From an optimization exercise on the open Yosys and OpenROAD flow, aimed at a short achievable clock period and few clock cycles; shortcuts taken in it are not production practice.
The RTL was checked by simulation tests, not by an equivalence proof against the original design.
Power figures rest on the tool's default switching activity, not on a simulated workload.

## job 101
==> flow/design.v (excerpt) <==
module CPU(
    input  logic        clk,
    input  logic        rst,
    output logic [31:0] im_addr,
    input  logic [31:0] im_rdata,
    output logic [31:0] dm_addr,
    output logic [31:0] dm_wdata,
    output logic [3:0]  dm_web,
    input  logic [31:0] dm_rdata
);
localparam int BI   = 5;             
localparam int BN   = 1 << BI;       
localparam int TL   = BI + 2;        
logic [31:0] pc;
logic [31:0] pc_next;
logic [31:0] if_pc4;
logic        if_hit;
logic [31:1] if_tgt;
logic [BN-1:0]   btb_v;
logic [31:TL-1]  btb_tag [BN];       
logic [31:1]     btb_tgt [BN];
logic        id_valid;
logic [31:0] id_pc;
logic [31:0] id_instr;
logic [31:0] id_bjimm;
logic [5:0]  id_cs;                  
logic        id_ptk;
logic [31:1] id_ptgt;
logic [6:0]  id_op;
logic [4:0]  id_rd, id_rs1, id_rs2;
logic [2:0]  id_f3;
logic        id_f7b5;
logic        id_lui, id_auipc, id_jal, id_jalr, id_br, id_load, id_store, id_opimm, id_oprr;
logic        id_ctrl;
logic        id_use1, id_use2;
logic        id_regwrite;
logic [31:0] id_imm;
logic [31:0] id_pc4;
logic [31:0] id_btgt;
logic [31:0] id_rs1v, id_rs2v;
logic        id_ret, id_call;
logic        stall;
logic        id_redir;
logic        id_new_ptk;
logic [31:1] id_new_ptgt;
logic [31:0] ras [4];
logic [1:0]  ras_sp;
logic [2:0]  ras_cnt;
logic        ex_valid;
logic [31:0] ex_pc;
logic [31:0] ex_pc4;
logic [31:0] ex_btgt;
logic [31:0] ex_a, ex_b, ex_s;
logic        ex_fa_m, ex_fb_m, ex_fs_m;
logic        ex_fa_mn;               
logic [31:0] ex_ax;                  
logic [4:0]  ex_rd;
logic [2:0]  ex_f3;
logic        ex_jal, ex_jalr, ex_br, ex_load, ex_store, ex_regwrite;
logic        ex_ptk;
logic        ex_rt, ex_rn;           
logic [5:0]  ex_cs;                  
logic        ex_call, ex_ret;
logic [31:0] ex_imm;
logic        jalr_ok;
logic [31:0] ex_jd, ex_ju, ex_jv;      
  ...
Settings: LEC_CHECK=0, ABC_CLOCK_PERIOD_IN_PS=1000, CAP_MARGIN=20, CORE_MARGIN=2, CORE_UTILIZATION=40, PLACE_DENSITY=0.6, SETUP_SLACK_MARGIN=5, SLEW_MARGIN=20; clock period 8.5 ns.
run.sh (not shown) runs the stock make flow with config.mk's settings and CLKGATE_MAP_FILE= SYNTH_SCRIPT=/design/flow/synth_recipe.tcl, a recipe that flattens the netlist after the stock synthesis.
Testbench counts of job 101, summed over its fixed seeds: cycles 114,600.
The following lists how job 102 was set up differently from job 101:
--- a/flow/design.v
+++ b/flow/design.v
@@ -119,26 +119,27 @@
 logic        ex_fa_mn;               
 logic [31:0] ex_ax;                  
 logic [4:0]  ex_rd;
 logic [2:0]  ex_f3;
 logic        ex_jal, ex_jalr, ex_br, ex_load, ex_store, ex_regwrite;
 logic        ex_ptk;
 logic        ex_rt, ex_rn;           
 logic [5:0]  ex_cs;                  
 logic        ex_call, ex_ret;
 logic [31:0] ex_imm;
 logic        jalr_ok;
 logic [31:0] ex_jd, ex_ju, ex_jv;      
-logic        ex_r_sum, ex_r_slt, ex_r_sltu, ex_r_xor, ex_r_or, ex_r_and, ex_r_sll, ex_r_srl, ex_r_pc4;
+logic        ex_r_slt, ex_r_sltu, ex_r_xor, ex_r_or, ex_r_and, ex_r_sll, ex_r_srl, ex_r_pc4;
 logic        ex_sub, ex_sra;
+logic        ex_r_add;               
 logic        ex_isadd;               
 logic [31:0] a, b, s;
 logic [31:0] sum;
 logic [31:0] ex_result;
 logic        cond, ex_taken;
 logic        ex_redir;
 logic [31:0] ex_tgt;
 logic [3:0]  ex_web;
 logic [31:0] ex_wdata;
 logic [31:0] mem_result;
 logic [31:0] mem_addr;
 logic [31:0] mem_resn;                
@@ -417,50 +418,52 @@
     ex_jd   <= id_imm ^ {id_new_ptgt, 1'b0};
     ex_ju   <= id_imm & ~{id_new_ptgt, 1'b0};
     ex_jv   <= id_imm | ~{id_new_ptgt, 1'b0};
     ex_jalr <= id_jalr;
     ex_br   <= id_br;
     ex_load <= id_load;
     ex_store <= id_store;
     ex_regwrite <= id_regwrite;
     ex_ptk   <= id_new_ptk;
     ex_rt    <= id_br && !id_new_ptk;
     ex_rn    <= id_br && id_new_ptk;
     ex_cs    <= {id_f3 == 3'b111, id_f3 == 3'b110, id_f3 == 3'b101, id_f3 == 3'b100, id_f3 == 3'b001, id_f3 == 3'b000};
-    ex_r_sum  <= (id_oprr && (id_f3 == 3'b000)) || (id_opimm && id_f3 == 3'b000) ||
-                 id_lui || id_auipc || id_load || id_store || id_jalr || id_br;
     ex_sub    <= id_oprr && (id_f3 == 3'b000) && id_f7b5;
+    ex_r_add  <= ((id_oprr && (id_f3 == 3'b000)) || (id_opimm && id_f3 == 3'b000) ||
+                  id_lui || id_auipc || id_load || id_store || id_jalr || id_br) &&
+                 !(id_oprr && (id_f3 == 3'b000) && id_f7b5);
     ex_r_slt  <= (id_oprr || id_opimm) && (id_f3 == 3'b010) && !(id_oprr && id_f7b5);
     ex_r_sltu <= (id_oprr || id_opimm) && (id_f3 == 3'b011) && !(id_oprr && id_f7b5);
     ex_r_xor  <= (id_oprr || id_opimm) && (id_f3 == 3'b100) && !(id_oprr && id_f7b5);
     ex_r_or   <= (id_oprr || id_opimm) && (id_f3 == 3'b110) && !(id_oprr && id_f7b5);
     ex_r_and  <= (id_oprr || id_opimm) && (id_f3 == 3'b111) && !(id_oprr && id_f7b5);
     ex_r_sll  <= (id_oprr || id_opimm) && (id_f3 == 3'b001) && !(id_oprr && id_f7b5);
     ex_r_srl  <= (id_oprr || id_opimm) && (id_f3 == 3'b101);
     ex_sra    <= id_f7b5;
     ex_r_pc4  <= id_jal || id_jalr;
     ex_isadd  <= (id_oprr && (id_f3 == 3'b000) && !id_f7b5) || (id_opimm && (id_f3 == 3'b000)) || id_lui || id_auipc;
 end
 assign a = ex_fa_m ? mem_result : ex_a;
 assign b = ex_fb_m ? mem_result : ex_b;
 assign s = ex_fs_m ? mem_result : ex_s;
 logic [31:0] a_add, b_add;
 assign a_add = ex_fa_mn ? ex_ax : ex_sub ? mem_resn : mem_result;
 assign b_add = ex_fb_m ? mem_result : ex_b;
 ks_add32 u_ex_add(.x(a_add), .y(b_add), .cin(1'b0), .s(sum));
 logic slt_eq, slt_ltu, slt_lt;
 cmp32 u_slt_cmp(.x(a), .y(b), .eq(slt_eq), .ltu(slt_ltu), .lt(slt_lt));
 always_comb begin
     ex_result = 32'b0;
-    if (ex_r_sum)  ex_result = ex_result | (sum ^ {32{ex_sub}});    
+    if (ex_r_add)  ex_result = ex_result | sum;
+    if (ex_sub)    ex_result = ex_result | ~sum;                     
     if (ex_r_slt)  ex_result = ex_result | {31'b0, slt_lt};
     if (ex_r_sltu) ex_result = ex_result | {31'b0, slt_ltu};
     if (ex_r_xor)  ex_result = ex_result | (a ^ b);
     if (ex_r_or)   ex_result = ex_result | (a | b);
     if (ex_r_and)  ex_result = ex_result | (a & b);
     if (ex_r_sll)  ex_result = ex_result | (a << b[4:0]);
     if (ex_r_srl)  ex_result = ex_result | 32'($signed({ex_sra & a[31], a}) >>> b[4:0]);
     if (ex_r_pc4)  ex_result = ex_pc4;
 end
 logic ex_eq, ex_lt, ex_ltu;
 cmp32 u_br_cmp(.x(a), .y(s), .eq(ex_eq), .ltu(ex_ltu), .lt(ex_lt));
 assign cond = (ex_cs[0] & ex_eq) | (ex_cs[1] & !ex_eq) | (ex_cs[2] & ex_lt) | (ex_cs[3] & !ex_lt) |
==> comparison <==
Sequential share of layout area (higher): job 101. Job 102: signal arrival time at the worst endpoint higher than job 101. Compared to job 101, job 102 shows a narrower setup margin. [compare] base=job 101 new=job 102: area enclosed by the die boundary shows no meaningful change; post-placement setup slack shows a reduction of 0.089 ns. The power attributed to the clock group of job 102 and that of job 101 are within noise of each other. The final reports for job 102 and job 101 show clock group share of total power lower in the former. Post-CTS repair timing setup buffer count went down by a few percent going from job 101 to job 102. Job 102 vs job 101, sum of internal, switching and leakage power went down by about 0.6%. Reported for job 101 and job 102, CTS sink count turned out identical to the last digit. In the flow results for job 101 and job 102, the power share of the combinational group is larger on job 102. Between job 102 and job 101, the via count of the first global-routing pass figures differ only marginally. For the area overhead of the layout relative to synthesis, job 102 came in 0.63 points higher than job 101 did.
Testbench counts of job 102, summed over its fixed seeds: cycles 114,600.

port drivers added, routing unchanged:
No port has a modelled driver above. Below, the same layouts with a new extraction and two added sets of constraints.
Step 1 (the two cells are an assumption about what drives the block):
set clk [get_ports {clk}]
set_driving_cell -lib_cell sky130_fd_sc_hd__clkbuf_16 $clk
set_driving_cell -lib_cell sky130_fd_sc_hd__buf_2 [delete_from_list [all_inputs] $clk]
Step 2 adds t to the input delays and takes it off the output delays; t is the mean of the earliest and latest rising clock arrival at the registers after step 1. Input paths then give back, and output paths get back, about the clock's delay inside the block.
Slacks: ideal / step 1 / step 2; pairs: ideal / step 1.
run | shift t [ns] | setup WS [ns] | worst setup path after step 2 | latest minus earliest clock arrival (ns) | cell pins on the clock port's net
job 101 | 1.091 | 4.700 / 4.700 / 3.960 | input to register | 0.103 / 0.103 | 1
job 102 | 1.054 | 4.529 / 4.529 / 3.932 | input to register | 0.134 / 0.134 | 1
After both steps setup and hold are still met in every run listed. The setup slack of job 101, which loses most, moves by 0.000 ns with the drivers and by -0.740 ns with both steps.
